This is an optimization exercise on Yosys and OpenROAD, whose aim is small area, not a production implementation. Only simulation tests tie the RTL to the original design; equivalence was not proved. No driver is modelled on the clock port, so clock power and skew are understated where the tree is cut down; a real chip needs a root buffer or a tree. Power figures rest on the tool's default switching activity, not on a simulated workload.

==> design.v <==
module top_sp(
    input reset, clk,
    input spi_miso,
    output spi_mosi,
    output spi_sck,
    output spi_cs,
    output [15:0] ch4_data
    );
reg        rst_q;       
reg        first;
reg  [5:0] hi;
reg  [4:0] lo;
reg  [8:0] sr;          
reg [11:0] ch4;
wire       infr = (hi[5:2] == 4'd0);     
wire [1:0] k    = hi[1:0];               
wire       act  = infr & ~lo[4];         
wire       fin  = infr & (lo == 5'd16);  
wire last_blk = first ? (lo == ((infr && k == 2'd3) ? 5'd20 : 5'd28))
                      : (lo == 5'd16 || (hi == 6'd32 && lo == 5'd1));
always @(posedge clk) begin
  rst_q <= ~reset;
  if (rst_q) begin
    first <= 1'b1;
    hi    <= 6'd43;
    lo    <= 5'd0;
  end else if (last_blk) begin
    lo <= 5'd0;
    hi <= hi + 6'd1;
    if (infr && k == 2'd3) first <= 1'b0;
  end else
    lo <= lo + 5'd1;
end
wire sh = infr & lo[0] & (
            (act & (~k[1] | (first & ~k[0]))) |
            (lo == 5'd1) |
            (first & k == 2'd1 & lo >= 5'd17 & lo <= 5'd25) |
            (first & k == 2'd2 & lo == 5'd17));
always @(posedge clk)
  if (sh) sr <= {sr[7:0], spi_miso};
wire cn = ~rst_q & infr & (k == 2'd1) & (lo == {first, 4'd11});
wire cb = ~rst_q & infr & (k == 2'd2) & (lo == {first, 4'd11});
always @(posedge clk) begin
  if (!reset) ch4 <= 12'h000;
  else begin
    if (cn) ch4[11:8] <= sr[8:5];
    if (cb) ch4[7:0]  <= sr[8:1];
  end
end
wire mc = act & ((k == 2'd1 & (lo[3:1] == 3'd5 | lo[3:1] == 3'd6)) |
                 (k == 2'd2 & lo[3:2] == 2'd0));
wire sel7 = ~k[1] | (first & ~k[0]);
assign spi_sck  = act & lo[0];
assign spi_mosi = mc | (fin & (sel7 ? sr[7] : sr[0]));
assign spi_cs   = rst_q | (first & ~infr) |
                  (hi == 6'd63 & lo >= 5'd10) |
                  (hi == 6'd0 & (lo <= 5'd9 | (first & lo <= 5'd25)));
assign ch4_data = {4'h0, ch4};
endmodule
==> flow/run.sh <==
#!/bin/bash
# Layout flow: the standard flow (standard.sh), with three changes:
#  1. after the standard synthesis, the combinational logic between the
#     flip-flops is mapped again by ABC with an area script (reopt.tcl);
#     the flip-flops keep their instances, names and cell types;
#  2. the port buffers are the smallest buffer (buf_1);
#  3. clock tree synthesis inserts no dummy loads.
# reopt.v is used only if yosys proves it equivalent to the standard netlist.
# Each tool's output goes to a log file of its own in this folder.
set -euo pipefail
export BUFFER_PORTS_ARGS="-buffer_cell sky130_fd_sc_hd__buf_1"
export CTS_ARGS="${CTS_ARGS_OVERRIDE:--sink_clustering_enable -repair_clock_nets -dont_use_dummy_load -buf_list sky130_fd_sc_hd__clkbuf_4 -sink_clustering_size 20 -sink_clustering_max_diameter 100}"
here=$PWD
res=$here/orfs/results/$FLOW_PLATFORM/top_sp/base

bash standard.sh synth > synth.log 2>&1

YOSYS=yosys
[ -x "$FLOW_HOME/../tools/install/yosys/bin/yosys" ] && YOSYS="$FLOW_HOME/../tools/install/yosys/bin/yosys"
cp "$res/1_2_yosys.v" "$here/standard_synth.v"
LIB="$FLOW_HOME/platforms/$FLOW_PLATFORM/lib/sky130_fd_sc_hd__tt_025C_1v80.lib" \
IN="$here/standard_synth.v" OUT="$here/reopt.v" ABCSCR="$here/flow/area.scr" \
DONTUSE="$(sed -n '/DONT_USE_CELLS/,/^#/p' "$FLOW_HOME/platforms/$FLOW_PLATFORM/config.mk" | grep -o 'sky130_fd_sc_hd__\w*' | tr '\n' ' ')" \
  "$YOSYS" -c "$here/flow/reopt.tcl" > reopt.log 2>&1
# keep the re-mapped netlist only if yosys proves it equivalent to the standard one
ln -sf "$FLOW_HOME/platforms/$FLOW_PLATFORM/lib/sky130_fd_sc_hd__tt_025C_1v80.lib" "$here/lib.lib"
if "$YOSYS" -s "$here/flow/equiv.ys" > equiv.log 2>&1; then
  cp "$here/reopt.v" "$res/1_2_yosys.v"
else
  echo "re-mapped netlist not proven equivalent; keeping the standard one" >> equiv.log
fi
rm -f "$res/1_synth.odb" "$res/1_synth.sdc"

bash standard.sh > standard.log 2>&1
==> flow/area.scr <==
strash; &get -n; &deepsyn -T 20; &put; dch -f; amap; topo
==> flow/equiv.ys <==
# Proves reopt.v equivalent to the standard synthesis netlist (same registers).
read_liberty -ignore_miss_func lib.lib
read_verilog standard_synth.v
rename top_sp gold
read_verilog reopt.v
rename top_sp gate
flatten
opt_clean
equiv_make gold gate equiv
hierarchy -top equiv
equiv_simple -seq 2
equiv_induct
equiv_status -assert
==> flow/reopt.tcl <==
# Re-map the combinational logic of the standard synthesis netlist for area.
# Flip-flops stay as they are: same instances, names and cell types.
yosys -import
set lib $::env(LIB)
read_liberty -ignore_miss_func $lib
read_verilog $::env(IN)
hierarchy -top top_sp
set seq {}
foreach c [lsort -unique [regexp -all -inline {sky130_fd_sc_hd__\w+} [read [open $::env(IN)]]]] {
  if {[regexp {__(df|edf|sdf|dl|sedf)} $c]} { lappend seq $c }
}
foreach c $seq { setattr -mod -set keep_hierarchy 1 $c }
flatten
opt -purge
set du {}
foreach c $::env(DONTUSE) { lappend du -dont_use $c }
abc -liberty $lib {*}$du -script $::env(ABCSCR)
opt_clean -purge
hilomap -singleton -hicell sky130_fd_sc_hd__conb_1 HI -locell sky130_fd_sc_hd__conb_1 LO
splitnets
opt_clean -purge
yosys rename -enumerate -pattern _ro%_ w:$*
yosys rename -enumerate -pattern _rc%_ c:$*
blackbox sky130_fd_sc_hd__*
tee -o $::env(OUT).stat stat -liberty $lib
write_verilog -noattr -nohex -nodec $::env(OUT)
==> standard.sh <==
#!/bin/bash
# synth_recipe.tcl (not shown) runs the flow's synth.tcl, then flattens the netlist and writes it again
# the make line also repeats each setting of config.mk as NAME=value (left out here)
make -C /OpenROAD-flow-scripts/flow DESIGN_CONFIG=/design/flow/config.mk WORK_HOME=/design/flow/orfs CLKGATE_MAP_FILE= SYNTH_SCRIPT=/design/flow/synth_recipe.tcl "${@:-finish}"
==> config.mk <==
export PLATFORM = sky130hd
export DESIGN_NAME = top_sp
export DESIGN_NICKNAME = top_sp
export VERILOG_FILES = /design/flow/design.v
export SDC_FILE = /design/flow/constraint.sdc
export NUM_CORES = 4
export LEC_CHECK = 0
export CAP_MARGIN = 20
export CORE_MARGIN = 2
export CORE_UTILIZATION = 40
export PLACE_DENSITY = 0.6
export SLEW_MARGIN = 20
==> constraint.sdc <==
create_clock -name core_clock -period 10.0 [get_ports {clk}]
set_input_delay 2.0000 -clock core_clock [delete_from_list [all_inputs] [get_ports {clk}]]
set_output_delay 2.0000 -clock core_clock [all_outputs]
set_load 0.01 [all_outputs]
==> run notes, run 1 <==
- Status: timing/DRC/antenna clean
- CP peak stage delay: 0.31 ns
- TritonCTS clock tree: yes
- Gate Count Post-Synth: 139
- Min-delay src: sr[3]
- Total grt overflow: 0
- Startpoint types: flop
- Net Sw Power: 44.9 uW
- Drt total wl: 2670 um
- Starting Density: 42.6%
- RR Startpoint: hi[2]
- DR WL/cell: 12.8 um
- Share of cells above drive strength 1: 3.64%
- Comb pwr share: 2.6%
- Gp weighted congestion: 0.831
- Clock share of power: 29.7%
- Crit-path max FO: 5
- Die ar.: 0.00378 mm2
- Fillers: 337
- Mean Syn Cell Area: 9.51 um2
- Post-CTS setup buffers: 0
- HP Class: reg -> reg
- Final clock skew: 0.0287 ns
- Reg-to-reg slack, setup: 7.12 ns
- Required @ worst endpoint: 8.00 ns
- Max_slew headroom: 61.1%
- Max Fclk: 255 MHz
- Hold_buf cts: 0
- Buffers on Ports: 17
- Final period util: 39.2%
- GRT Util Overall: 17.1%
- Critical path arrival: 1.92 ns
- Core ar.: 0.00310 mm2
- Final ANT Viol Nets: 0
- First-pass GRT wire length: 4710 um
- Setup TNS: 0 ns
- Critical-path cell list: clkinv_1 -> nand3_1 -> nor2_1 -> clkinv_1 -> or2_0 -> a31oi_1 -> a31o_1 -> buf_1
- Final Net Count: 170
- Depth of the most critical reg-to-reg path: 10
- Clock Path Buffers: 2
- Via count: 1102
- Placement Cell Area: 0.00146 mm2
- Slowest cell on crit path: dfxtp_1
- HPWL reported at the end of detailed placement: 2040 um
- Finished layout cell area: 0.00150 mm2
- Drt first pass iters: 4
- Reg clk slew, reported paths: 0.11 ns
- Inserted Diodes: 0
- Initial antenna violation count: 0
- Switching Fraction: 21.2%
- Num Clock Sinks: 34
- Fin crit period: 3.92 ns
- Syn. warnings: 1
- Vias in the first global route: 1086
- Ports: 22
- Hold path cells: 0
- Worst Setup Path Type: reg -> out
- Most frequent CP cell: clkinv_1
- # setup viols final: 0
- Max rail drop VDD: 0.0638 mV
- Synthesized cell area: 0.00132 mm2
- Internal power: 166 uW
- Initial DRC Count: 48
- Largest net degree at the start of global routing: 15
- Worst Setup End Kind: output pin
- Fin. max-slew vios: 0
- Row cnt: 20
- R2R Path End: ch4[0]
- Worst-Margin Slew: 0.578 ns
- Final hold violation count: 0
- Skew-Pair Late Insertion Delay: 0.34 ns
- CTS H-Tree Depth: 2
- Power Density: 141 mW/mm2
- Die H: 61.5 um
- Avg Vias per Cell: 5.27
- Max cap viols: 0
- Sequential share of power: 67.7%
- CTS Buf Count: 5
- RSZ-0062 raised after global routing: no
- DRC Markers: 0
- Die X: 61.5 um
- Root Driver: clkbuf_4
- LEAKAGE: 0.488 nW
- Post_cts resized: 0
- Hold-critical path endpoint: sr[4]
- Synth-to-Final Area Change: 13.2%
==> worst max path at each step <==
stage                from     end  depth (start not counted)
floorplan           hi[2]  spi_cs                          7
global placement    reset  ch4[3]                          5
detailed placement  reset  ch4[7]                          5
CTS                 hi[2]  spi_cs                          8
global route        hi[2]  spi_cs                          8
finish              hi[2]  spi_cs                          8
==> placed cells by master, fill, tap and decap left out <==
| cell | count |
|---|---|
| clkinv_1 | 20 |
| o21a_1 | 2 |
| nor3_1 | 7 |
| nor2_1 | 26 |
| o211ai_1 | 1 |
| dfxtp_1 | 25 |
| nand3_1 | 3 |
| o221ai_1 | 2 |
| edfxtp_1 | 9 |
| a32o_1 | 10 |
| a31o_1 | 1 |
| clkbuf_4 | 5 |
| o2111ai_1 | 1 |
| a21oi_1 | 2 |
| nand4_1 | 1 |
| or2_0 | 3 |
| buf_1 | 17 |
| nand2_1 | 7 |
| o21ai_0 | 9 |
| buf_4 | 1 |
| nor4_1 | 1 |
| conb_1 | 4 |
| o22ai_1 | 2 |
| a31oi_1 | 2 |
| a22oi_1 | 1 |
| a211oi_1 | 3 |
==> final cells by class <==
cell class	count	area [um2]	share of cell area, %
clock buffer	5	37.5	2.51
inverter	20	75.1	5.01
timing repair buffer	18	71.3	4.76
multi-input combinational	88	488	32.6
sequential	34	771	51.5
tap	44	55.1	3.68
==> sequential cells by signal, summed over array words and instances, names as in the netlist <==
| name | flops |
|---|---|
| rst_q | 1 |
| ch4 | 12 |
| sr | 9 |
| hi | 6 |
| first | 1 |
| lo | 5 |
==> metal layers <==
metal  vias up  GRT usage (%)  part of all wire (%)
met5         -              0                     0
met4         0           8.21                   2.0
met3         7           4.41                   4.8
met2        29           26.8                    47
met1       517           22.0                    46
li1        549              -                     -
==> worst max-delay path: cells and delay by family (launching register included) <==
kind	cells	cell delay, ns
buffers and inverters	3	0.40
AO/OA/AOI/OAI	2	0.32
AND/OR/NAND/NOR	3	0.58
flip-flops	1	0.31
==> metrics by stage <==
step / cells / hold WS (ns) / utilization (%) / power (mW) / worst slack, ns
5_1_grt: 209 / 0.457 / 48.3 / 0.223 / 5.93
2_1_floorplan: 142 / 0.427 / - / 0.149 / 6.76
6_report: 209 / 0.435 / 48.3 / 0.211 / 6.08
3_3_place_gp: 204 / 0.441 / 47.1 / 0.151 / 6.17
4_1_cts: 209 / 0.442 / 48.3 / 0.214 / 6.06
3_5_place_dp: 204 / 0.446 / 47.1 / 0.152 / 5.96
==> power by group through the flow <==
stage	Clock (mW)	Sequential [mW]	Combinational, mW
global route	0.0732	0.143	0.00633
detailed placement	0	0.146	0.00548
CTS	0.0656	0.143	0.00552
finish	0.0627	0.143	0.00554
floorplan	0	0.146	0.00368
global placement	0	0.146	0.00532
==> inputs of run 2 (changes only) <==
--- a/flow/run.sh
+++ b/flow/run.sh
@@ -10,5 +10,5 @@
 set -euo pipefail
 export BUFFER_PORTS_ARGS="-buffer_cell sky130_fd_sc_hd__buf_1"
-export CTS_ARGS="${CTS_ARGS_OVERRIDE:--sink_clustering_enable -repair_clock_nets -dont_use_dummy_load -buf_list sky130_fd_sc_hd__clkbuf_4 -sink_clustering_size 20 -sink_clustering_max_diameter 100}"
+export CTS_ARGS="${CTS_ARGS_OVERRIDE:--sink_clustering_enable -repair_clock_nets -dont_use_dummy_load -buf_list sky130_fd_sc_hd__clkbuf_8 -sink_clustering_size 40 -sink_clustering_max_diameter 200}"
 here=$PWD
 res=$here/orfs/results/$FLOW_PLATFORM/top_sp/base
==> run 2 against run 1 <==
Effect of this change:
- first-iteration DRC count decreased by 15%
- clock power increased by 36%
- design area increased by 2.1%
- setup slack improved by 0.055 ns
- synthesized area unchanged
- power increased by 11%
- wire length increased by 0.30%
- critical endpoint unchanged
- global-route usage increased by 0.17 points
- largest power group unchanged
- largest cell class unchanged
==> run notes, run 2 <==
- Ports: 22 (unchanged)
- Total grt overflow: 0 (unchanged)
- Largest net degree at the start of global routing: 15 (unchanged)
- Gp weighted congestion: 0.831 (unchanged)
- Die X: 61.5 um (unchanged)
- Reg-to-reg slack, setup: 7.15 ns (was 7.12 ns)
- Fillers: 330 (was 337)
- Regs by FF count: ch4 (12), sr (9), hi (6) (unchanged)
- Post_cts resized: 0 (unchanged)
- Hold path cells: 0 (unchanged)
- Status: timing/DRC/antenna clean (unchanged)
- Depth of the most critical reg-to-reg path: 10 (unchanged)
- Largest register FFs: 12 (unchanged)
- Synthesized cell area: 0.00132 mm2 (unchanged)
- Final period util: 38.6% (was 39.2%)
- Final Net Count: 170 (unchanged)
- Finished layout cell area: 0.00153 mm2 (was 0.00150 mm2)
- Inserted Diodes: 0 (unchanged)
- Critical path arrival: 1.86 ns (was 1.92 ns)
- Hold_buf cts: 0 (unchanged)
- Placed cell count: 204 (unchanged)
- DR WL/cell: 12.8 um (about the same)
- Reg clk slew, reported paths: 0.07 ns (was 0.11 ns)
- Vias in the first global route: 1064 (was 1086)
- Commonest non-fill, non-tap cell in the layout: nor2_1 (unchanged)
- R2R Path End: ch4[0] (unchanged)
- Synth-to-Final Area Change: 15.6% (was 13.2%)
- Root Driver: clkbuf_8 (was clkbuf_4)
- Clock Path Buffers: 2 (unchanged)
- TritonCTS clock tree: yes (unchanged)
- Max rail drop VDD: 0.0682 mV (was 0.0638 mV)
- CTS H-Tree Depth: 2 (unchanged)
- GRT Util Overall: 17.3% (was 17.1%)
- Die H: 61.5 um (unchanged)
- Drt first pass iters: 4 (unchanged)
- Initial antenna violation count: 0 (unchanged)
- Crit-path max FO: 5 (unchanged)
- Max cap viols: 0 (unchanged)
- Buffers on Ports: 17 (unchanged)
- Via count: 1093 (was 1102)
- Avg Vias per Cell: 5.23 (was 5.27)
- RSZ-0062 raised after global routing: no (unchanged)
- HP Class: reg -> reg (unchanged)
- Starting Density: 42.6% (unchanged)
- Row cnt: 20 (unchanged)
- Post-CTS setup buffers: 0 (unchanged)
- Most frequent cells in the layout: nor2_1, dfxtp_1, clkinv_1, buf_1, a32o_1 (unchanged)
- Fin crit period: 3.86 ns (was 3.92 ns)
- Worst slack at placement: 5.96 ns (unchanged)
- Final clock skew: 0.0189 ns (was 0.0287 ns)
- Syn. warnings: 1 (unchanged)
- Mean Syn Cell Area: 9.51 um2 (unchanged)
- Skew-Pair Late Insertion Delay: 0.28 ns (was 0.34 ns)
- Max_slew headroom: 61.0% (was 61.1%)
- HPWL reported at the end of detailed placement: 2040 um (unchanged)
- Largest Register: ch4 (unchanged)
- Min-delay src: sr[3] (unchanged)
- Worst-Margin Slew: 0.579 ns (was 0.578 ns)
- Setup TNS: 0 ns (unchanged)
- Worst Setup End Kind: output pin (unchanged)
- Final std cells w/o fill: 209 (unchanged)
- Worst Setup Path Type: reg -> out (unchanged)
- # setup viols final: 0 (unchanged)
- DRC Markers: 0 (unchanged)
- Initial DRC Count: 41 (was 48)
- LEAKAGE: 0.501 nW (was 0.488 nW)
- RR Startpoint: hi[2] (unchanged)
- First-pass GRT wire length: 4660 um (was 4710 um)
- Required @ worst endpoint: 8.00 ns (about the same)
- Share of cells above drive strength 1: 3.64% (unchanged)
- Num Clock Sinks: 34 (unchanged)
- Gate Count Post-Synth: 139 (unchanged)
- Placement Cell Area: 0.00146 mm2 (unchanged)
- Core Util, Final: 49.3% (was 48.3%)
- Power Density: 153 mW/mm2 (was 141 mW/mm2)
- CTS Buf Count: 5 (unchanged)
- Core ar.: 0.00310 mm2 (unchanged)
- Final setup margin: 6.14 ns (was 6.08 ns)
- Fin. max-slew vios: 0 (unchanged)
- Final ANT Viol Nets: 0 (unchanged)
- Hold-critical path endpoint: sr[4] (unchanged)
- Max Fclk: 259 MHz (was 255 MHz)
- Die ar.: 0.00378 mm2 (unchanged)
- Drt total wl: 2680 um (was 2670 um)
- Final hold violation count: 0 (unchanged)
- Startpoint types: flop (unchanged)
## run 2: power breakdown
group          internal (mW)  switching [mW]
sequential             0.142         0.00154
clock                 0.0446          0.0407
combinational        0.00145         0.00405
## run 2: worst max-delay path by stage
stage | cells past startpoint | start | slack (ns) | endpoint
4_1_cts | 8 | hi[2] | 6.12 | spi_cs
6_report | 8 | hi[2] | 6.14 | spi_cs
3_5_place_dp | 5 | reset | 5.96 | ch4[7]
3_3_place_gp | 5 | reset | 6.17 | ch4[3]
2_1_floorplan | 7 | hi[2] | 6.76 | spi_cs
5_1_grt | 8 | hi[2] | 6.00 | spi_cs
## run 2: layout make-up
class | instances | area, um2 | area share, %
clock buffer | 5 | 68.8 | 4.50
inverter | 20 | 75.1 | 4.91
multi-input combinational | 88 | 488 | 31.9
tap | 44 | 55.1 | 3.60
timing repair buffer | 18 | 71.3 | 4.66
sequential | 34 | 771 | 50.4
## run 2: worst max-delay path, cell delays in order (launching register included)
cell and delay, ns:
dfxtp_1 0.30, clkinv_1 0.09, nand3_1 0.11, nor2_1 0.19
clkinv_1 0.16, or2_0 0.28, a31oi_1 0.20, a31o_1 0.12
buf_1 0.15
## run 2: layer usage
layer / routed length (um) / vias up / global-route usage [%]
met1: 1220 / 515 / 21.7
li1: - / 551 / -
met2: 1260 / 23 / 26.9
met5: 0 / - / 0
met4: 49 / 0 / 7.29
met3: 146 / 4 / 6.30
## run 2: stage by stage
stage | power [mW] | hold WS, ns
2_1_floorplan | 0.149 | 0.427
3_3_place_gp | 0.151 | 0.441
3_5_place_dp | 0.152 | 0.446
4_1_cts | 0.238 | 0.446
5_1_grt | 0.246 | 0.457
6_report | 0.234 | 0.441
==> inputs of run 3 (changes only) <==
--- a/flow/run.sh
+++ b/flow/run.sh
@@ -10,5 +10,5 @@
 set -euo pipefail
 export BUFFER_PORTS_ARGS="-buffer_cell sky130_fd_sc_hd__buf_1"
-export CTS_ARGS="${CTS_ARGS_OVERRIDE:--sink_clustering_enable -repair_clock_nets -dont_use_dummy_load -buf_list sky130_fd_sc_hd__clkbuf_8 -sink_clustering_size 40 -sink_clustering_max_diameter 200}"
+export CTS_ARGS="-sink_clustering_enable -repair_clock_nets -dont_use_dummy_load -buf_list {sky130_fd_sc_hd__clkbuf_2 sky130_fd_sc_hd__clkbuf_4 sky130_fd_sc_hd__clkbuf_8} -sink_clustering_size 40 -sink_clustering_max_diameter 200"
 here=$PWD
 res=$here/orfs/results/$FLOW_PLATFORM/top_sp/base
==> run 3 against run 2 <==
Effect of this change:
- still clean on timing, DRC and antenna
- non-clock buffer count stayed put
- hold slack worse by 0.0056 ns
- cell count unchanged
- power down 9.8%
- setup slack lost 0.055 ns
- sequential cell count did not move
- combinational power grew 0.7%
- clock power is 27% lower
- wire length shrank 0.30%
- critical path depth unchanged
- sequential share of layout area grew 1.1 points
- largest cell class unchanged
- largest power group unchanged
==> run notes, run 3 <==
- Status: timing/DRC/antenna clean (unchanged)
- Share of cells above drive strength 1: 3.64% (unchanged)
- Reg-to-reg slack, setup: 7.12 ns (was 7.15 ns)
- Worst Setup End Kind: output pin (unchanged)
- HPWL reported at the end of detailed placement: 2040 um (unchanged)
- Worst slack at placement: 5.96 ns (unchanged)
- GRT Util Overall: 17.1% (was 17.3%)
- Core ar.: 0.00310 mm2 (unchanged)
- CTS Buf Count: 5 (unchanged)
- Required @ worst endpoint: 8.00 ns (about the same)
- Final ANT Viol Nets: 0 (unchanged)
- Max_slew headroom: 61.1% (was 61.0%)
- Worst-Margin Slew: 0.578 ns (was 0.579 ns)
- Synthesized cell area: 0.00132 mm2 (unchanged)
- Post_cts resized: 0 (unchanged)
- Final hold violation count: 0 (unchanged)
- Commonest non-fill, non-tap cell in the layout: nor2_1 (unchanged)
- Starting Density: 42.6% (unchanged)
- Buffers on Ports: 17 (unchanged)
- Regs by FF count: ch4 (12), sr (9), hi (6) (unchanged)
- Syn. warnings: 1 (unchanged)
- First-pass GRT wire length: 4710 um (was 4660 um)
- Post-CTS setup buffers: 0 (unchanged)
- RSZ-0062 raised after global routing: no (unchanged)
- Final period util: 39.2% (was 38.6%)
- Gp weighted congestion: 0.831 (unchanged)
- Initial DRC Count: 48 (was 41)
- Final clock skew: 0.0287 ns (was 0.0189 ns)
- # setup viols final: 0 (unchanged)
- Drt total wl: 2670 um (was 2680 um)
- Max cap viols: 0 (unchanged)
- Final setup margin: 6.08 ns (was 6.14 ns)
- Final Net Count: 170 (unchanged)
- Gate Count Post-Synth: 139 (unchanged)
- Vias in the first global route: 1086 (was 1064)
- Drt first pass iters: 4 (unchanged)
- Row cnt: 20 (unchanged)
- Total grt overflow: 0 (unchanged)
- Fin crit period: 3.92 ns (was 3.86 ns)
- Launch point of the worst path: hi[2] (unchanged)
- Die X: 61.5 um (unchanged)
- Fillers: 337 (was 330)
- Root Driver: clkbuf_4 (was clkbuf_8)
- Startpoint types: flop (unchanged)
- Die H: 61.5 um (unchanged)
- Depth of the most critical reg-to-reg path: 10 (unchanged)
- Power Density: 141 mW/mm2 (was 153 mW/mm2)
- Core Util, Final: 48.3% (was 49.3%)
- TritonCTS clock tree: yes (unchanged)
- RR Startpoint: hi[2] (unchanged)
- Largest register FFs: 12 (unchanged)
- R2R Path End: ch4[0] (unchanged)
- Crit-path max FO: 5 (unchanged)
- Worst Setup Path Type: reg -> out (unchanged)
- Initial antenna violation count: 0 (unchanged)
- LEAKAGE: 0.488 nW (was 0.501 nW)
- Synth-to-Final Area Change: 13.2% (was 15.6%)
- Largest Register: ch4 (unchanged)
- Reg clk slew, reported paths: 0.11 ns (was 0.07 ns)
- Num Clock Sinks: 34 (unchanged)
- Inserted Diodes: 0 (unchanged)
- Max rail drop VDD: 0.0638 mV (was 0.0682 mV)
- Die ar.: 0.00378 mm2 (unchanged)
- Max Fclk: 255 MHz (was 259 MHz)
- Ports: 22 (unchanged)
- Mean Syn Cell Area: 9.51 um2 (unchanged)
- DR WL/cell: 12.8 um (about the same)
- Most frequent cells in the layout: nor2_1, dfxtp_1, clkinv_1, buf_1, a32o_1 (unchanged)
- DRC Markers: 0 (unchanged)
- Crit path capture: spi_cs (unchanged)
- Critical path arrival: 1.92 ns (was 1.86 ns)
- Largest net degree at the start of global routing: 15 (unchanged)
- Clock Path Buffers: 2 (unchanged)
- Avg Vias per Cell: 5.27 (was 5.23)
- Setup TNS: 0 ns (unchanged)
- CTS H-Tree Depth: 2 (unchanged)
- Hold_buf cts: 0 (unchanged)
- Via count: 1102 (was 1093)
- HP Class: reg -> reg (unchanged)
- Skew-Pair Late Insertion Delay: 0.34 ns (was 0.28 ns)
- Fin. max-slew vios: 0 (unchanged)
## run 3: final cells by class
| class | instances | area [um2] | area share [%] |
|---|---|---|---|
| clock buffer | 5 | 37.5 | 2.51 |
| inverter | 20 | 75.1 | 5.01 |
| multi-input combinational | 88 | 488 | 32.6 |
| sequential | 34 | 771 | 51.5 |
| tap | 44 | 55.1 | 3.68 |
| timing repair buffer | 18 | 71.3 | 4.76 |
## run 3: power by group
part / total (mW) / internal, mW / switching [mW]
Clock: 0.0627 / 0.0235 / 0.0392
Combinational: 0.00554 / 0.00145 / 0.00409
Sequential: 0.143 / 0.141 / 0.00153
Total: 0.211 / 0.166 / 0.0449
## run 3: stage by stage
| step | cell area [um2] | std cells | hold slack (ns) | power [mW] |
|---|---|---|---|---|
| floorplan | 1330 | 142 | 0.427 | 0.149 |
| global placement | 1460 | 204 | 0.441 | 0.151 |
| detailed placement | 1460 | 204 | 0.446 | 0.152 |
| CTS | 1500 | 209 | 0.442 | 0.214 |
| global route | 1500 | 209 | 0.457 | 0.223 |
| finish | 1500 | 209 | 0.435 | 0.211 |
## run 3: routing by layer
layer	part of all wire, %	global-route usage [%]	vias up
met2	47	26.8	29
met3	4.8	4.41	7
met1	46	22.0	517
li1	-	-	549
met4	2.0	8.21	0
met5	0	0	-
## run 3: worst min path at each step
stage,startpoint,end,slack [ns],cells after the start
4_1_cts,sr[3],sr[4],0.44,0
2_1_floorplan,sr[0],sr[1],0.43,0
5_1_grt,sr[3],sr[4],0.46,0
3_3_place_gp,sr[4],sr[5],0.44,0
3_5_place_dp,sr[4],sr[5],0.45,0
6_report,sr[3],sr[4],0.44,0
## run 3: critical path, cell delays in order (launching register included)
cell	delay [ns]
dfxtp_1	0.31
clkinv_1	0.09
nand3_1	0.11
nor2_1	0.19
clkinv_1	0.16
or2_0	0.28
a31oi_1	0.20
a31o_1	0.12
buf_1	0.15
==> inputs of run 4 (changes only) <==
==> flow/run.sh (replaced) <==
#!/bin/bash
# Layout flow: the standard flow (standard.sh), with these changes:
#  1. after the standard synthesis, the combinational logic between the
#     flip-flops is mapped again by ABC with area scripts (reopt.tcl, one run
#     per script abc*.scr); the flip-flops keep their instances, names and
#     cell types.  A result is used only if yosys proves it equivalent to the
#     standard netlist (equiv.ys); the smallest such result is kept;
#  2. the port buffers are the smallest buffer (buf_1);
#  3. clock tree synthesis inserts no dummy loads, and post_cts.tcl then
#     lets the clock port drive the leaf clock buffers directly and merges
#     the tie cells of the constant outputs.
# Each tool's output goes to a log file of its own in this folder.
set -uo pipefail
export BUFFER_PORTS_ARGS="-buffer_cell sky130_fd_sc_hd__buf_1"
export CTS_ARGS="-sink_clustering_enable -repair_clock_nets -dont_use_dummy_load -buf_list sky130_fd_sc_hd__clkbuf_4 -sink_clustering_size 20 -sink_clustering_max_diameter 100"
here=$PWD
export POST_CTS_TCL="$here/flow/post_cts.tcl"
res=$here/orfs/results/$FLOW_PLATFORM/top_sp/base

bash standard.sh synth > synth.log 2>&1 || exit 1

YOSYS=yosys
[ -x "$FLOW_HOME/../tools/install/yosys/bin/yosys" ] && YOSYS="$FLOW_HOME/../tools/install/yosys/bin/yosys"
cp "$res/1_2_yosys.v" "$here/standard_synth.v"
cp "$FLOW_HOME/platforms/$FLOW_PLATFORM/lib/sky130_fd_sc_hd__tt_025C_1v80.lib" "$here/lib.lib"
export LIB="$here/lib.lib" IN="$here/standard_synth.v"
export DONTUSE="$(sed -n '/DONT_USE_CELLS/,/^#/p' "$FLOW_HOME/platforms/$FLOW_PLATFORM/config.mk" | grep -o 'sky130_fd_sc_hd__\w*' | tr '\n' ' ')"
for scr in "$here"/flow/abc*.scr; do
  n=$(basename "$scr" .scr)
  ( OUT="$here/reopt_$n.v" ABCSCR="$scr" timeout 600 "$YOSYS" -c "$here/flow/reopt.tcl" > "reopt_$n.log" 2>&1
    sed "s/reopt.v/reopt_$n.v/" "$here/flow/equiv.ys" > "$here/equiv_$n.ys"
    if timeout 600 "$YOSYS" -s "$here/equiv_$n.ys" > "equiv_$n.log" 2>&1; then
      grep 'Chip area' "$here/reopt_$n.v.stat" | awk -v f="$here/reopt_$n.v" '{print $NF, f}' > "$here/area_$n.txt"
    fi ) &
  while [ "$(jobs -rp | wc -l)" -ge 4 ]; do sleep 1; done
done
wait
best=$(cat "$here"/area_*.txt 2>/dev/null | sort -g | head -n 1 | awk '{print $2}')
if [ -n "$best" ]; then
  echo "using $best" > reopt_choice.log
  cat "$here"/area_*.txt >> reopt_choice.log
  cp "$best" "$res/1_2_yosys.v"
else
  echo "no re-mapped netlist proven equivalent; keeping the standard one" > reopt_choice.log
fi
rm -f "$res/1_synth.odb" "$res/1_synth.sdc"

bash standard.sh > standard.log 2>&1
==> flow/abc1.scr (new file) <==
strash; &get -n; &deepsyn -T 25 -S 1; &put; dch -f; amap; topo
==> flow/abc2.scr (new file) <==
strash; &get -n; &deepsyn -T 25 -S 2; &put; dch -f; amap; topo
==> flow/abc3.scr (new file) <==
strash; &get -n; &deepsyn -T 25 -S 3; &put; dch -f; amap; topo
==> flow/abc4.scr (new file) <==
strash; &get -n; &deepsyn -T 25 -S 4; &put; dch -f; amap; topo
==> flow/abc5.scr (new file) <==
strash; &get -n; &deepsyn -T 25 -S 5; &put; dch -f; amap; topo
==> flow/abc6.scr (new file) <==
strash; &get -n; &deepsyn -T 25 -S 6; &put; dch -f; amap; topo
==> flow/abc7.scr (new file) <==
strash; &get -n; &deepsyn -T 25 -S 7; &put; dch -f; amap; topo
==> flow/abc8.scr (new file) <==
strash; &get -n; &deepsyn -T 25 -S 8; &put; dch -f; amap; topo
==> flow/post_cts.tcl (new file) <==
# Run after clock tree synthesis (POST_CTS_TCL).
# 2. The constant outputs each got a tie cell of their own; they share one.
set block [ord::get_db_block]
proc out_net {inst} {
  foreach o [$inst getITerms] {
    if {[$o isOutputSignal] && [$o getNet] ne "NULL"} { return [$o getNet] }
  }
  return ""
}
set clknet [$block findNet clk]
set roots {}
foreach it [$clknet getITerms] { lappend roots [$it getInst] }
if {[llength $roots] == 1} {
  set root [lindex $roots 0]
  set rootout [out_net $root]
  set leaves {}
  set ok 1
  foreach it [$rootout getITerms] {
    set inst [$it getInst]
    if {$inst == $root} { continue }
    if {[string match "sky130_fd_sc_hd__clkbuf_*" [[$inst getMaster] getName]]} {
      lappend leaves $it
    } else { set ok 0 }
  }
  if {$ok && [llength $leaves] >= 1 && [llength $leaves] <= 4} {
    foreach it $leaves { $it disconnect; $it connect $clknet }
    foreach it [$root getITerms] { if {[$it getNet] ne "NULL"} { $it disconnect } }
    odb::dbInst_destroy $root
    odb::dbNet_destroy $rootout
    puts "post_cts: clock port drives [llength $leaves] leaf buffers"
  }
}
set ties {}
foreach inst [$block getInsts] {
  if {[[$inst getMaster] getName] eq "sky130_fd_sc_hd__conb_1"} {
    set n [out_net $inst]
    set only_ports [expr {$n ne "" && [llength [$n getITerms]] == 1 && [llength [$n getBTerms]] >= 1}]
    # a tie cell whose output drives only ports, through its LO pin
    set lo [$inst findITerm LO]
    if {$only_ports && [$lo getNet] == $n} { lappend ties $inst }
  }
}
if {[llength $ties] > 1} {
  set keep [lindex $ties 0]
  set knet [out_net $keep]
  foreach t [lrange $ties 1 end] {
    set n [out_net $t]
    foreach b [$n getBTerms] { $b connect $knet }
    foreach it [$t getITerms] { if {[$it getNet] ne "NULL"} { $it disconnect } }
    odb::dbInst_destroy $t
    odb::dbNet_destroy $n
  }
  puts "post_cts: [llength $ties] constant-output tie cells merged into one"
}
detailed_placement
estimate_parasitics -placement
removed: flow/area.scr
==> run 4 against run 3 <==
Effect of this change:
- fmax shrank 1.5%
- power is 4.7% lower
- highest routed layer unchanged
- cell count shrank 4.3%
- critical path type unchanged
- still clean on timing, DRC and antenna
- setup slack got worse by 0.062 ns
==> run notes, run 4 <==
- Status: timing/DRC/antenna clean (unchanged)
- Final clock skew: 0.0219 ns (was 0.0287 ns)
- Drt total wl: 2680 um (was 2670 um)
- Gp weighted congestion: 0.962 (was 0.831)
- Most frequent cells in the layout: dfxtp_1, nor2_1, clkinv_1, buf_1 (was nor2_1, dfxtp_1, clkinv_1, buf_1, a32o_1)
- Met3 Usage GRT: 7.56% (was 4.41%)
- Via count: 1068 (was 1102)
- Share of cells above drive strength 1: 3.21% (was 3.64%)
- Largest register FFs: 12 (unchanged)
- LEAKAGE: 0.475 nW (was 0.488 nW)
- Max rail drop VDD: 0.0716 mV (was 0.0638 mV)
- Critical path arrival: 1.98 ns (was 1.92 ns)
- Die X: 61.2 um (was 61.5 um)
- DR WL/cell: 13.4 um (was 12.8 um)
- Largest Register: ch4 (unchanged)
- Skew-Pair Late Insertion Delay: 0.17 ns (was 0.34 ns)
- Critical-path cell list: or3_1 -> or3_1 -> nor4_1 -> o21ai_0 -> nor2_1 -> a21oi_1 -> nor2_1 -> buf_1 (was clkinv_1 -> nand3_1 -> nor2_1 -> clkinv_1 -> or2_0 -> a31oi_1 -> a31o_1 -> buf_1)
- Core Util, Final: 47.6% (was 48.3%)
- Row cnt: 20 (unchanged)
- Initial DRC Count: 41 (was 48)
- Mean Syn Cell Area: 9.77 um2 (was 9.51 um2)
- Hold path cells: 0 (unchanged)
- Largest net degree at the start of global routing: 15 (unchanged)
- Ports: 22 (unchanged)
- Buffers on Ports: 17 (unchanged)
- Total grt overflow: 0 (unchanged)
- Starting Density: 42.5% (was 42.6%)
- Final period util: 39.8% (was 39.2%)
- Max cap viols: 0 (unchanged)
- Startpoint types: flop (unchanged)
- Final std cells w/o fill: 200 (was 209)
- Final Net Count: 161 (was 170)
- Regs by FF count: ch4 (12), sr (9), hi (6) (unchanged)
- # setup viols final: 0 (unchanged)
- Crit-path max FO: 4 (was 5)
- Met1 Use GR: 20.7% (was 22.0%)
- RSZ-0062 raised after global routing: no (unchanged)
- R2R Path End: ch4[2] (was ch4[0])
- Worst-Margin Slew: 0.640 ns (was 0.578 ns)
- Power Density: 137 mW/mm2 (was 141 mW/mm2)
- Syn. warnings: 1 (unchanged)
- Fin. max-slew vios: 0 (unchanged)
- Vias in the first global route: 947 (was 1086)
- Hold-critical path endpoint: sr[5] (was sr[4])
- Max Fclk: 251 MHz (was 255 MHz)
- CP peak stage delay: 0.38 ns (was 0.31 ns)
- Reg-to-reg slack, setup: 7.06 ns (was 7.12 ns)
- Synth-to-Final Area Change: 12.0% (was 13.2%)
- Commonest non-fill, non-tap cell in the layout: dfxtp_1 (was nor2_1)
- Depth of the most critical reg-to-reg path: 9 (was 10)
- HPWL reported at the end of detailed placement: 1930 um (was 2040 um)
- Placement Cell Area: 0.00145 mm2 (was 0.00146 mm2)
- Busiest grt layer: met2 (unchanged)
- GR Layer Usage met2: 21.6% (was 26.8%)
- Final ANT Viol Nets: 0 (unchanged)
- Inserted Diodes: 0 (unchanged)
- Finished layout cell area: 0.00147 mm2 (was 0.00150 mm2)
- First-pass GRT wire length: 4150 um (was 4710 um)
- DRC Markers: 0 (unchanged)
- Slowest cell on crit path: or3_1 (was dfxtp_1)
- Initial antenna violation count: 0 (unchanged)
- Die H: 61.2 um (was 61.5 um)
- Synthesized cell area: 0.00131 mm2 (was 0.00132 mm2)
- RR Startpoint: hi[2] (unchanged)
- Fin crit period: 3.98 ns (was 3.92 ns)
- Worst Setup Path Type: reg -> out (unchanged)
- Gate Count Post-Synth: 134 (was 139)
- Core ar.: 0.00308 mm2 (was 0.00310 mm2)
- Final hold violation count: 0 (unchanged)
- GRT Util Overall: 15.5% (was 17.1%)
- HP Class: reg -> reg (unchanged)
- Num Clock Sinks: 34 (unchanged)
- Worst slack at placement: 5.97 ns (was 5.96 ns)
- Tot Pwr: 201 uW (was 211 uW)
- Final setup margin: 6.02 ns (was 6.08 ns)
- Placed cell count: 199 (was 204)
- Required @ worst endpoint: 8.00 ns (about the same)
- Die ar.: 0.00375 mm2 (was 0.00378 mm2)
- Setup TNS: 0 ns (unchanged)
- Reg clk slew, reported paths: 0.11 ns (about the same)
- Worst Setup End Kind: output pin (unchanged)
- Avg Vias per Cell: 5.34 (was 5.27)
- Drt first pass iters: 4 (unchanged)
- Hold slack: 0.447 ns (was 0.435 ns)
- Max_slew headroom: 57.3% (was 61.1%)
- Min-delay src: sr[4] (was sr[3])
[run 4: layer usage]
layer / up-vias / wire length (um) / share of wire (%)
met2: 30 / 1170 / 44
met1: 499 / 1270 / 47
met4: 0 / 27 / 1.0
met3: 2 / 207 / 7.7
li1: 537 / - / -
met5: - / 0 / 0
[run 4: critical path: cells and delay by family, from the launching register on]
| kind | cells | cell delay (ns) |
|---|---|---|
| DFF | 1 | 0.34 |
| and+or+nand+nor | 5 | 1.12 |
| AOI/OAI and AO/OA | 2 | 0.21 |
| buffers and inverters | 1 | 0.15 |
[run 4: worst max-delay path by stage]
stage / slack (ns) / endpoint / startpoint / cells past startpoint
floorplan: 6.41 / spi_mosi / hi[2] / 7
global placement: 6.18 / ch4[6] / reset / 5
detailed placement: 5.97 / ch4[2] / reset / 5
global route: 5.90 / spi_mosi / hi[2] / 8
finish: 6.02 / spi_mosi / hi[2] / 8
[run 4: area by class of cell]
| type | count | area (um2) |
|---|---|---|
| flip-flops and latches | 34 | 771 |
| well taps | 44 | 55.1 |
| inverters | 19 | 71.3 |
| repair buffers | 18 | 71.3 |
| fillers | 318 | 1610 |
| clock buffers | 4 | 30.0 |
| multi-input cells | 81 | 467 |
[run 4: power breakdown]
| group | internal [mW] | switching [mW] |
|---|---|---|
| registers | 0.141 | 0.00112 |
| clock network | 0.0191 | 0.0337 |
| logic | 0.00162 | 0.00421 |
| total | 0.162 | 0.0391 |
==> inputs of run 5 (changes only) <==
==> flow/abcn1.scr (new file) <==
strash; &get -n; &deepsyn -T 25 -S 1; &dch -f; &nf -R 1000 -a; &put; topo
==> flow/abcn2.scr (new file) <==
strash; &get -n; &deepsyn -T 25 -S 2; &dch -f; &nf -R 1000 -a; &put; topo
==> flow/abcn3.scr (new file) <==
strash; &get -n; &deepsyn -T 25 -S 3; &dch -f; &nf -R 1000 -a; &put; topo
==> flow/abcn4.scr (new file) <==
strash; &get -n; &deepsyn -T 25 -S 4; &dch -f; &nf -R 1000 -a; &put; topo
==> flow/abcn5.scr (new file) <==
strash; &get -n; &deepsyn -T 25 -S 5; &dch -f; &nf -R 1000 -a; &put; topo
==> flow/abcn6.scr (new file) <==
strash; &get -n; &deepsyn -T 25 -S 6; &dch -f; &nf -R 1000 -a; &put; topo
==> flow/abcn7.scr (new file) <==
strash; &get -n; &deepsyn -T 25 -S 7; &dch -f; &nf -R 1000 -a; &put; topo
==> flow/abcn8.scr (new file) <==
strash; &get -n; &deepsyn -T 25 -S 8; &dch -f; &nf -R 1000 -a; &put; topo
--- a/config.mk
+++ b/config.mk
@@ -9,4 +9,5 @@
 export CORE_MARGIN = 2
 export CORE_UTILIZATION = 40
+export GPL_TIMING_DRIVEN = 0
 export PLACE_DENSITY = 0.6
 export SLEW_MARGIN = 20
==> run 5 against run 4 <==
Effect of this change:
- still clean on timing, DRC and antenna
- power decreased by 0.60%
- non-clock buffer count decreased by 1
- sequential power about the same
- setup slack improved by 0.22 ns
- combinational power decreased by 11%
- sequential cell count unchanged
- clock-buffer cell count unchanged
- global-route usage increased by 1.1 points
- critical path type unchanged
- largest cell class unchanged
- largest power group unchanged
==> run notes, run 5 <==
- Crit path capture: spi_cs (was spi_mosi)
- Inserted Diodes: 0 (unchanged)
- Depth of the most critical reg-to-reg path: 7 (was 9)
- Drt first pass iters: 4 (unchanged)
- Tot Pwr: 200 uW (was 201 uW)
- Final ANT Viol Nets: 0 (unchanged)
- Placed cell count: 186 (was 199)
- Max_slew headroom: 46.1% (was 57.3%)
- Buffers on Ports: 17 (unchanged)
- HP Class: reg -> reg (unchanged)
- Ports: 22 (unchanged)
- GRT Util Overall: 16.6% (was 15.5%)
- CP peak stage delay: 0.63 ns (was 0.38 ns)
- RSZ-0062 raised after global routing: no (unchanged)
- Startpoint types: flop (unchanged)
- Final hold violation count: 0 (unchanged)
- Num Clock Sinks: 34 (unchanged)
- Share of cells above drive strength 1: 2.80% (was 3.21%)
- Reg clk slew, reported paths: 0.08 ns (was 0.11 ns)
- Via count: 988 (was 1068)
- Die X: 60.7 um (was 61.2 um)
- Synthesized cell area: 0.00129 mm2 (was 0.00131 mm2)
- Worst Setup End Kind: output pin (unchanged)
- Initial antenna violation count: 0 (unchanged)
- Fillers: 316 (was 318)
- WP buf/inv: 1 (unchanged)
- Core ar.: 0.00305 mm2 (was 0.00308 mm2)
- # setup viols final: 0 (unchanged)
- RR Startpoint: hi[5] (was hi[2])
- HPWL reported at the end of detailed placement: 1820 um (was 1930 um)
- Largest Register: ch4 (unchanged)
- Final std cells w/o fill: 187 (was 200)
- LEAKAGE: 0.488 nW (was 0.475 nW)
- Worst Setup Path Type: reg -> out (unchanged)
- Total grt overflow: 0 (unchanged)
- Skew-Pair Late Insertion Delay: 0.16 ns (was 0.17 ns)
- Commonest non-fill, non-tap cell in the layout: dfxtp_1 (unchanged)
- DR WL/cell: 13.8 um (was 13.4 um)
- Starting Density: 42.1% (was 42.5%)
- Syn. warnings: 1 (unchanged)
- Synth-to-Final Area Change: 11.6% (was 12.0%)
- Status: timing/DRC/antenna clean (unchanged)
- Launch point of the worst path: hi[5] (was hi[2])
- Power Density: 139 mW/mm2 (was 137 mW/mm2)
- Setup TNS: 0 ns (unchanged)
- Final clock skew: 0.0131 ns (was 0.0219 ns)
- Largest register FFs: 12 (unchanged)
- Max Fclk: 266 MHz (was 251 MHz)
- Slowest cell on crit path: or4_1 (was or3_1)
- Core Util, Final: 47.0% (was 47.6%)
- Die ar.: 0.00369 mm2 (was 0.00375 mm2)
- Gate Count Post-Synth: 122 (was 134)
- Largest net degree at the start of global routing: 11 (was 15)
- Worst path depth: 5 (was 8)
- Worst-Margin Slew: 0.803 ns (was 0.640 ns)
- Critical path arrival: 1.76 ns (was 1.98 ns)
- R2R Path End: ch4[0] (was ch4[2])
- Final Net Count: 148 (was 161)
- Required @ worst endpoint: 8.00 ns (about the same)
- Reg-to-reg slack, setup: 7.06 ns (about the same)
- Max cap viols: 0 (unchanged)
- Avg Vias per Cell: 5.28 (was 5.34)
- CP delay by family, top: simple AND/OR/NAND/NOR gates (unchanged)
- DRC Markers: 0 (unchanged)
- Most frequent cells in the layout: dfxtp_1, buf_1, nor2_1, a22o_1, a21oi_1 (was dfxtp_1, nor2_1, clkinv_1, buf_1)
- Vias in the first global route: 946 (was 947)
- Gp weighted congestion: 0.829 (was 0.962)
- Critical-path cell list: or4_1 -> a21oi_1 -> nand2_1 -> o211ai_1 -> buf_1 (was or3_1 -> or3_1 -> nor4_1 -> o21ai_0 -> nor2_1 -> a21oi_1 -> nor2_1 -> buf_1)
- Drt total wl: 2590 um (was 2680 um)
- Initial DRC Count: 39 (was 41)
- Final period util: 37.6% (was 39.8%)
- Fin crit period: 3.76 ns (was 3.98 ns)
- Regs by FF count: ch4 (12), sr (9), hi (6) (unchanged)
- Crit-path max FO: 5 (was 4)
- Row cnt: 20 (unchanged)
- First-pass GRT wire length: 4450 um (was 4150 um)
- Max rail drop VDD: 0.0795 mV (was 0.0716 mV)
- Mean Syn Cell Area: 10.5 um2 (was 9.77 um2)
- Die H: 60.7 um (was 61.2 um)
- Fin. max-slew vios: 0 (unchanged)
## run 5: through the flow
stage               hold slack, ns  instance area [um2]  setup slack (ns)
finish                       0.463                 1440              6.24
global route                 0.489                 1440              6.11
detailed placement           0.439                 1420              6.21
global placement             0.435                 1420              6.25
floorplan                    0.426                 1300              6.62
## run 5: final cells by class
| cell class | count | area, um2 | share of cell area, % |
|---|---|---|---|
| Clock buffer | 4 | 30.0 | 2.09 |
| Sequential cell | 34 | 771 | 53.7 |
| Inverter | 5 | 18.8 | 1.31 |
| Timing Repair Buffer | 17 | 63.8 | 4.45 |
| Tap cell | 44 | 55.1 | 3.84 |
| Multi-Input combinational cell | 83 | 497 | 34.6 |
## run 5: worst min-delay path by stage
| stage | from | end | cells past startpoint |
|---|---|---|---|
| global placement | sr[4] | sr[5] | 0 |
| detailed placement | sr[0] | sr[1] | 0 |
| global route | sr[0] | sr[1] | 0 |
| finish | sr[0] | sr[1] | 0 |
| floorplan | sr[0] | sr[1] | 0 |
## run 5: routing by layer
layer / global-route usage [%] / vias to the layer above / wire (um)
met5: 0 / - / 0
met4: 4.66 / 0 / 30
met3: 6.61 / 4 / 199
met2: 23.2 / 31 / 1150
met1: 23.9 / 463 / 1210
li1: - / 490 / -
## run 5: report_power, final
| group | switching [mW] | internal, mW | leakage [nW] |
|---|---|---|---|
| logic | 0.00341 | 0.00178 | 0.186 |
| clock network | 0.0324 | 0.0191 | 0.0184 |
| registers | 0.00191 | 0.141 | 0.283 |

[port drivers added, routing unchanged]
How much do the figures lean on ideal ports? The routed layouts below were timed once more, with nothing changed but the port constraints. Step 1 sets driving cells, clkbuf_16 on the clock port and buf_2 on the other inputs (assumed; they add their load-dependent delay and slew). Step 2, shift: input delay + t, output delay - t, t = (earliest + latest rising clock arrival at the registers) / 2. This alone moves slack from input paths to output paths. a / b / c = ideal ports / drivers / drivers and shift; a / b = the first two.
run | t (ns) | setup WS [ns] | worst setup path after step 2 | worst slew at a driven data input, ns
run 1 | 0.343 | 6.081 / 6.060 / 5.971 | input to register | 0.03
run 2 | 0.298 | 6.136 / 6.111 / 5.982 | input to register | 0.03
run 3 | 0.343 | 6.081 / 6.060 / 5.971 | input to register | 0.03
run 4 | 0.197 | 6.019 / 5.978 / 5.924 | input to register | 0.03
run 5 | 0.192 | 6.242 / 6.202 / 6.213 | input to register | 0.03
After both steps setup and hold are still met in every run listed. The setup slack of run 2, which loses most, moves by -0.025 ns with the drivers and by -0.154 ns with both steps.
